Context: an optimization exercise on an open-source flow, tuned for small area, a short achievable clock period and few clock cycles. The choices shown serve that exercise and are no tape-out recipe.
In this exercise RTL edits were held to simulation tests only and were not proved equivalent to the original.
No activity file was given, so power comes from the tool's default toggle rates.

==> design.v <==
module core #(                              
	parameter ADDR_W = 32,
	parameter INST_W = 32,
	parameter DATA_W = 32
)(
	input                   i_clk,
	input                   i_rst_n,
	output reg [ ADDR_W-1 : 0 ] o_i_addr,
	input  [ INST_W-1 : 0 ] i_i_inst,
	output reg                 o_d_wen,
	output reg [ ADDR_W-1 : 0 ] o_d_addr,
	output reg [ DATA_W-1 : 0 ] o_d_wdata,
	input  [ DATA_W-1 : 0 ] i_d_rdata,
	output  [    1 : 0 ] o_status,
	output               o_status_valid 
);
parameter 	STATE_IDLE 		= 	3'd0, 
			STATE_FETCH		=	3'd1,  
			STATE_DECODE 	=	3'd2,  
			STATE_COMPUTE 	=	3'd3,  
			STATE_LOAD    	=   3'd4,  
			STATE_WRITE		=	3'd5,  
			STATE_PC 		=	3'd6,  
			STATE_FINISH 	=	3'd7;
integer idx;
reg [DATA_W-1:0] reg_file[0:DATA_W-1];
reg [DATA_W-1:0] reg_file_w;
wire [DATA_W-1:0] u_tmp1, u_tmp2;
wire signed[DATA_W-1:0] tmp1, tmp2;
wire [DATA_W:0] overflow ;
assign overflow = u_tmp1 + u_tmp2;
reg [2:0] cur_state, nx_state;
wire [5:0 ] opcode;
wire [4:0 ] rtype_s3, rtype_s2, rtype_s1;
wire [4:0 ] itype_s2, itype_s1;
wire [15:0] itype_im;
reg  [1:0 ] inst_type;
reg [1:0] o_status_w;
reg [ ADDR_W-1 : 0 ] o_i_addr_w;
reg [ ADDR_W-1 : 0 ] o_d_addr_w;
assign opcode = i_i_inst[31:26];
assign rtype_s2 = i_i_inst[25:21];
assign rtype_s3 = i_i_inst[20:16];
assign rtype_s1 = i_i_inst[15:11];
assign itype_s2 = i_i_inst[25:21];
assign itype_s1 = i_i_inst[20:16];
assign itype_im = i_i_inst[15:0];
assign tmp1 = ( inst_type == 0 )? reg_file[rtype_s2] : reg_file[itype_s2];
assign tmp2 = ( inst_type == 0 )? reg_file[rtype_s3] : ( itype_im[15] )? {16'hffff,itype_im} : itype_im ;
assign u_tmp1 = ( inst_type == 0 )? reg_file[rtype_s2] : reg_file[itype_s2];
assign u_tmp2 = ( inst_type == 0 )? reg_file[rtype_s3] : itype_im;
always @( * ) begin
	case( opcode ) 
	1, 2, 3, 4, 8, 9, 10, 13 : 	inst_type = 0;
	5, 6, 7, 11, 12  : 								inst_type = 1;
	14: 																	inst_type = 3;
	default: 																	inst_type = 3;
	endcase
end
always @( * ) begin
	case( opcode )
	1, 5 : reg_file_w = tmp1 + tmp2;
	2 : 			reg_file_w = tmp1 - tmp2;
	3 : 			reg_file_w = u_tmp1 + u_tmp2;
	4 : 			reg_file_w = u_tmp1 - u_tmp2;
	6 : 			reg_file_w = i_d_rdata;
	8 : 			reg_file_w = tmp1 & tmp2;
	9 : 			reg_file_w = tmp1 | tmp2;
	10 : 			reg_file_w = ~(tmp1 | tmp2);
	13 : 			reg_file_w = ( tmp1 < tmp2 )? 1 : 0; 
	default : 			reg_file_w = 0;
	endcase
end
always @( posedge i_clk or negedge i_rst_n ) begin
	if( !i_rst_n ) begin
		for( idx=0 ; idx<DATA_W ; idx=idx+1 ) reg_file[idx] <= 'd0;
	end
	else if( cur_state == STATE_COMPUTE && opcode != 6 && opcode != 7 ) begin
		if( inst_type == 0 ) reg_file[rtype_s1] <= reg_file_w;
		else if( inst_type == 1 ) reg_file[itype_s1] <= reg_file_w;
	end
	else if( cur_state == STATE_WRITE && opcode == 6 ) reg_file[itype_s1] <= reg_file_w;
end
always @( * ) begin
	case( opcode ) 
	11 : o_i_addr_w = ( reg_file[itype_s1] == reg_file[itype_s2] )? o_i_addr + itype_im + 4 : o_i_addr + 4;
	12 : o_i_addr_w = ( reg_file[itype_s1] != reg_file[itype_s2] )? o_i_addr + itype_im + 4 : o_i_addr + 4;
	default: o_i_addr_w = o_i_addr + 4;
	endcase
end
always @( * ) begin
	if( opcode == 6 || opcode == 7 ) o_d_addr_w = tmp1 + tmp2;
	else o_d_addr_w = 0;
end
assign o_status = o_status_w;
assign o_status_valid = ( cur_state == STATE_PC || cur_state == STATE_FINISH );
always @( * ) begin
	if( opcode == 14 ) o_status_w = 3;
	else o_status_w = ( cur_state == STATE_FINISH  )?2 : inst_type;
end
always @( posedge i_clk or negedge i_rst_n ) begin
	if( !i_rst_n ) o_i_addr <= 0;
	else if( cur_state == STATE_PC ) o_i_addr <= o_i_addr_w;
end
always @( posedge i_clk or negedge i_rst_n ) begin
	if( !i_rst_n ) o_d_addr <= 0;
	else if( nx_state == STATE_LOAD ) o_d_addr <= o_d_addr_w[7:0];
end
always @( posedge i_clk or negedge i_rst_n ) begin
	if( !i_rst_n ) begin
		o_d_wdata <= 0;
		o_d_wen <= 0;
	end
	else if( nx_state == STATE_WRITE && opcode == 7 )begin
		o_d_wdata <= reg_file[itype_s1];
		o_d_wen <= 1;
	end
	else begin
		o_d_wdata <= 0;
		o_d_wen <= 0;
	end
end
always @( posedge i_clk or negedge i_rst_n ) begin
	if( !i_rst_n ) cur_state <= STATE_IDLE;
	else cur_state <= nx_state;
end
always @( * ) begin
	case( cur_state )
	STATE_IDLE: 	nx_state = STATE_FETCH;
	STATE_FETCH: 	nx_state = STATE_DECODE;
	STATE_DECODE: 	begin
		case( opcode ) 
		1, 5 : begin
			if( (~tmp1[31] & ~tmp2[31] & reg_file_w[31]) || ( tmp1[31] & tmp2[31] & ~reg_file_w[31] )) 
				nx_state = STATE_FINISH;
			else 
				nx_state = STATE_COMPUTE;
		end
		2 : begin
			if( ( tmp1[31] & ~tmp2[31] & ~reg_file_w[31]) || (~tmp1[31] & tmp2[31] & reg_file_w[31]) ) 
				nx_state = STATE_FINISH;
			else 
				nx_state = STATE_COMPUTE;
		end
		3 : nx_state = ( overflow  > 32'hffffffff )? STATE_FINISH : STATE_COMPUTE;
		4 : nx_state = ( u_tmp1 < u_tmp2 )? STATE_FINISH : STATE_COMPUTE;
		6, 7: nx_state = ( ( u_tmp1 + u_tmp2 ) > 32'd255 )? STATE_FINISH : STATE_LOAD;
		11, 12: nx_state = STATE_PC;
		14: nx_state = STATE_FINISH;
		default: nx_state = STATE_COMPUTE;
		endcase
	end
	STATE_COMPUTE: nx_state = STATE_PC;
	STATE_LOAD: nx_state = STATE_WRITE;   
	STATE_WRITE: nx_state = STATE_PC;	
	STATE_PC: begin
		if( opcode == 11 || opcode == 12 )  nx_state = ( o_i_addr_w > 32'd1023 )? STATE_FINISH : STATE_FETCH;
		else nx_state = STATE_FETCH; 
	end
	STATE_FINISH: nx_state = STATE_FINISH; 
	endcase
end
endmodule
==> run.sh <==
#!/bin/bash
# synth_recipe.tcl (not shown) runs the flow's synth.tcl, then flattens the netlist and writes it again
# the make line also repeats each setting of config.mk as NAME=value (left out here)
make -C /OpenROAD-flow-scripts/flow DESIGN_CONFIG=/design/flow/config.mk WORK_HOME=/design/flow/orfs CLKGATE_MAP_FILE= SYNTH_SCRIPT=/design/flow/synth_recipe.tcl finish
==> config.mk <==
export PLATFORM = sky130hd
export DESIGN_NAME = core
export DESIGN_NICKNAME = core
export VERILOG_FILES = /design/flow/design.v
export SDC_FILE = /design/flow/constraint.sdc
export NUM_CORES = 4
export LEC_CHECK = 0
export CAP_MARGIN = 20
export CORE_MARGIN = 2
export CORE_UTILIZATION = 40
export SLEW_MARGIN = 20
==> constraint.sdc <==
create_clock -name core_clock -period 12.0 [get_ports {i_clk}]
set_input_delay 2.4000 -clock core_clock [delete_from_list [all_inputs] [get_ports {i_clk}]]
set_output_delay 2.4000 -clock core_clock [all_outputs]
set_load 0.01 [all_outputs]
==> run notes <==
[layout by cell type, fill, tap and decap left out, types with 35 or more instances in the layout]
master and n:
ha_1 163, dfrtp_1 1100, nand2_1 337, and3_1 269, a2111oi_0 79, nor3_1 74
a22o_1 48, o32a_1 35, a31oi_1 65, nand3_1 736, nor2_2 44, buf_4 310
nand4_1 248, a22oi_1 354, clkbuf_16 120, a221o_1 38, o21ai_0 244, nand2b_1 42
clkdlybuf4s50_1 130, nor2_1 1098, inv_1 163, a21oi_1 1053, xnor2_1 68
[layer usage]
metal	global-route usage [%]	wire length [um]
met1	55.6	135000
met2	62.7	151000
met3	19.8	58900
met4	32.4	35500
met5	1.22	625
[registers in the layout, indices dropped and copies added, names as in the netlist]
signal and count:
reg_file 1024, o_d_wdata 32, o_i_addr 32, o_d_addr 8, cur_state 3, o_d_wen 1
[layout make-up]
class,count,area [um2]
Clock inverter,60,901
Tap cell,2160,2700
Inverter,164,616
Clock buffer,160,3360
Sequential cell,1100,27500
Multi-Input combinational cell,5782,34200
Antenna cell,34,85.1
Fill cell,15700,86700
Timing Repair Buffer,468,4030
[worst min-delay path by stage]
| stage | from | end |
|---|---|---|
| 3_5_place_dp | reg_file[8][28] | reg_file[8][28] |
| 4_1_cts | o_d_addr[2] | o_d_addr[2] |
| 2_1_floorplan | reg_file[16][10] | reg_file[16][10] |
| 3_3_place_gp | reg_file[8][28] | reg_file[8][28] |
| 5_1_grt | o_d_addr[2] | o_d_addr[2] |
| 6_report | o_d_addr[2] | o_d_addr[2] |
[stage by stage]
| stage | worst slack, ns | hold WS (ns) | instance area (um2) | total power [uW] |
|---|---|---|---|---|
| 2_1_floorplan | 3.07 | 0.455 | 64500 | 6680 |
| 3_3_place_gp | 1.25 | 0.483 | 69000 | 8200 |
| 6_report | 1.40 | 0.505 | 73500 | 12500 |
| 3_5_place_dp | 1.14 | 0.495 | 69100 | 8240 |
| 4_1_cts | 1.95 | 0.508 | 73300 | 12300 |
| 5_1_grt | 1.43 | 0.516 | 73400 | 12800 |
[synthesized netlist by cell type (66+ instances only)]
| master | instances |
|---|---|
| clkbuf_1 | 628 |
| nor2_1 | 1166 |
| a22oi_1 | 354 |
| inv_1 | 163 |
| a21oi_1 | 1075 |
| a31oi_1 | 66 |
| nand4_1 | 248 |
| o21ai_0 | 246 |
| dfrtp_1 | 1100 |
| nand3_1 | 736 |
| a2111oi_0 | 88 |
| and3_1 | 271 |
| nor3_1 | 80 |
| ha_1 | 163 |
| xnor2_1 | 68 |
| nand2_1 | 340 |
[logic make-up after synthesis]
| kind of cell | after synthesis | share of synthesized area, % |
|---|---|---|
| simple gates | 3180 | 24.2 |
| compound gates | 2268 | 22.1 |
| flops | 1100 | 42.7 |
| buf+inv | 904 | 5.57 |
| fa+ha+maj | 166 | 3.26 |
| xor+xnor | 100 | 1.36 |
| mux | 44 | 0.723 |
| other cells | 1 | 0.00582 |
[power by group]
group / internal, uW / switching [uW]
Sequential: 4330 / 807
Clock: 2340 / 1740
Combinational: 1060 / 2210
==> flow_summary.ini <==
[run_status]
status = no timing/DRC/antenna violations

[global_routing]
grt_usage_pct = 45.2
grt_max_degree = 173
antenna_found_initial = 45
grt_pass1_wl_mm = 521
globalRouteOverflowTotal = 0
grt_pass1_vias = 64700

[synth]
yosysSeqAreaShare_pct = 42.7
synthTopCellsByArea = dfrtp_1 (43%), a21oi_1 (8.4%), nor2_1 (6.8%)
netlist-cell-type-count = 84
async_flop_share_pct = 100
syn_inst = 7763
synth-edff-count = 0
ys_seq_elements = 1100
synth_area_um2 = 64400
synth.largest_area_cell = dfrtp_1
avgSynthCellArea_um2 = 8.29
synth_ff_type = dfrtp_1
yosysTopAreaCellShare_pct = 42.7
yosysWarningCount = 2

[placement]
port_buffers = 141
dp_cells = 9673
hpwl_mm = 250
place_congestion = 1.08

[setup_path]
crit_chain = buf_2 > buf_4 > and3b_2 > buf_4 > a22oi_1 > o211ai_1 > o32a_1 > xor2_1 > nor4_2 > buf_4 > nand4_1 > o31ai_1 > a21o_1 > a31oi_1 > or4b_1 > or4_4 > o31ai_4 > o221ai_4 > buf_4 > nor4b_2
r2r-end = o_d_addr[5]
path_class = in2reg
cp.depth = 20
timing.critical_path.from = i_i_inst[16]
rrSetupSlack_ns = 3.94
startpoint_type = input pin
cp-end-kind = flop
cp_data_arrival_time_ns = 11.30
cp_top_family = compound AO/OA/AOI/OAI gates
cpPeakStageDelay_ns = 0.73
cp_common_cell = buf_4
crit_slowest_cell = o211ai_1
ff2ff_path_depth = 26
worstPathRequired_ns = 12.69
reg2reg_from = reg_file[21][5]
crit_fanout = 31
crit_path_end = o_d_wdata[19]
worst-path-buf-inv = 5

[sta]
fin_tns_setup_ns = 0
worst_pin_slew_ns = 1.26
rsz0062_at_grt = false
fin_crit_ns = 10.60
hold_viol = 0
max_freq_ghz = 0.0943
finClkSkew_ns = 0.0579
report.final.slew_viol_count = 0
period_share_pct = 88.3
setup_viol = 0
relSlewSlack_pct = 15.5

[detailed_routing]
drt_iter0_markers = 14100
firstDrtPassIters = 10
viasPerCell = 7.15
vias = 71000
drcViolationCount = 0
ant_nets = 0
wire_per_inst_um = 38.4
wl_mm = 381

[floorplan]
start_util_pct = 40.2
die_x_um = 405
io-pin-count = 166
die_h_um = 405
core-area_um2 = 160000
die_area_um2 = 164000
fp-row-count = 147

[clock_network]
cts_root_buf = clkbuf_16
cts_tree = done
cts.sinks = 1100
ctsResizeCount = 0
cts.clk_slew.worst_paths_ns = 0.06
ctsHoldBuffers = 0
cts_buffer_depth = 3
cts_buffers = 120
postCtsSetupRepairBufs = 0
cts_max_level = 3
clkLatencyLatePin_ns = 0.82

[cells_and_area]
synthToLayoutAreaGrowth_pct = 14.1
fin_nets = 7868
drive_above_1_share_pct = 10.0
final_util_pct = 45.9
fin_cells = 9928

[pwr]
powerDensity_nw_per_um2 = 170
p_leak_uw = 0.0326
ir_worst_vdd_uv = 133

[worst_hold_path]
hold_class = reg2reg
holdPathStages = 1

[job]
drv_cap = 0
Testbench counts, summed over its fixed seeds: cycles 145,171.

static timing again, ports no longer ideal:
The results above use ideal ports. As a check the final layout listed here was re-extracted and re-timed, cells and wires unchanged. Step 1 sets driving cells, clkbuf_16 on the clock port and buf_2 on the other inputs (assumed; they add their load-dependent delay and slew). Step 2 also shifts input and output timing later by t, the mid clock arrival at the registers, as if the neighbouring blocks saw the same clock. Slacks: ideal ports / drivers / drivers and shift; pairs: ideal ports / drivers.
t, ns: 0.871
setup WS [ns]: 1.399 / 1.325 / 0.454
pins driven straight from the clock port: 1
After both steps setup and hold are still met in this run. For this run, drivers alone change the setup slack by -0.074 ns; drivers and shift together by -0.945 ns.
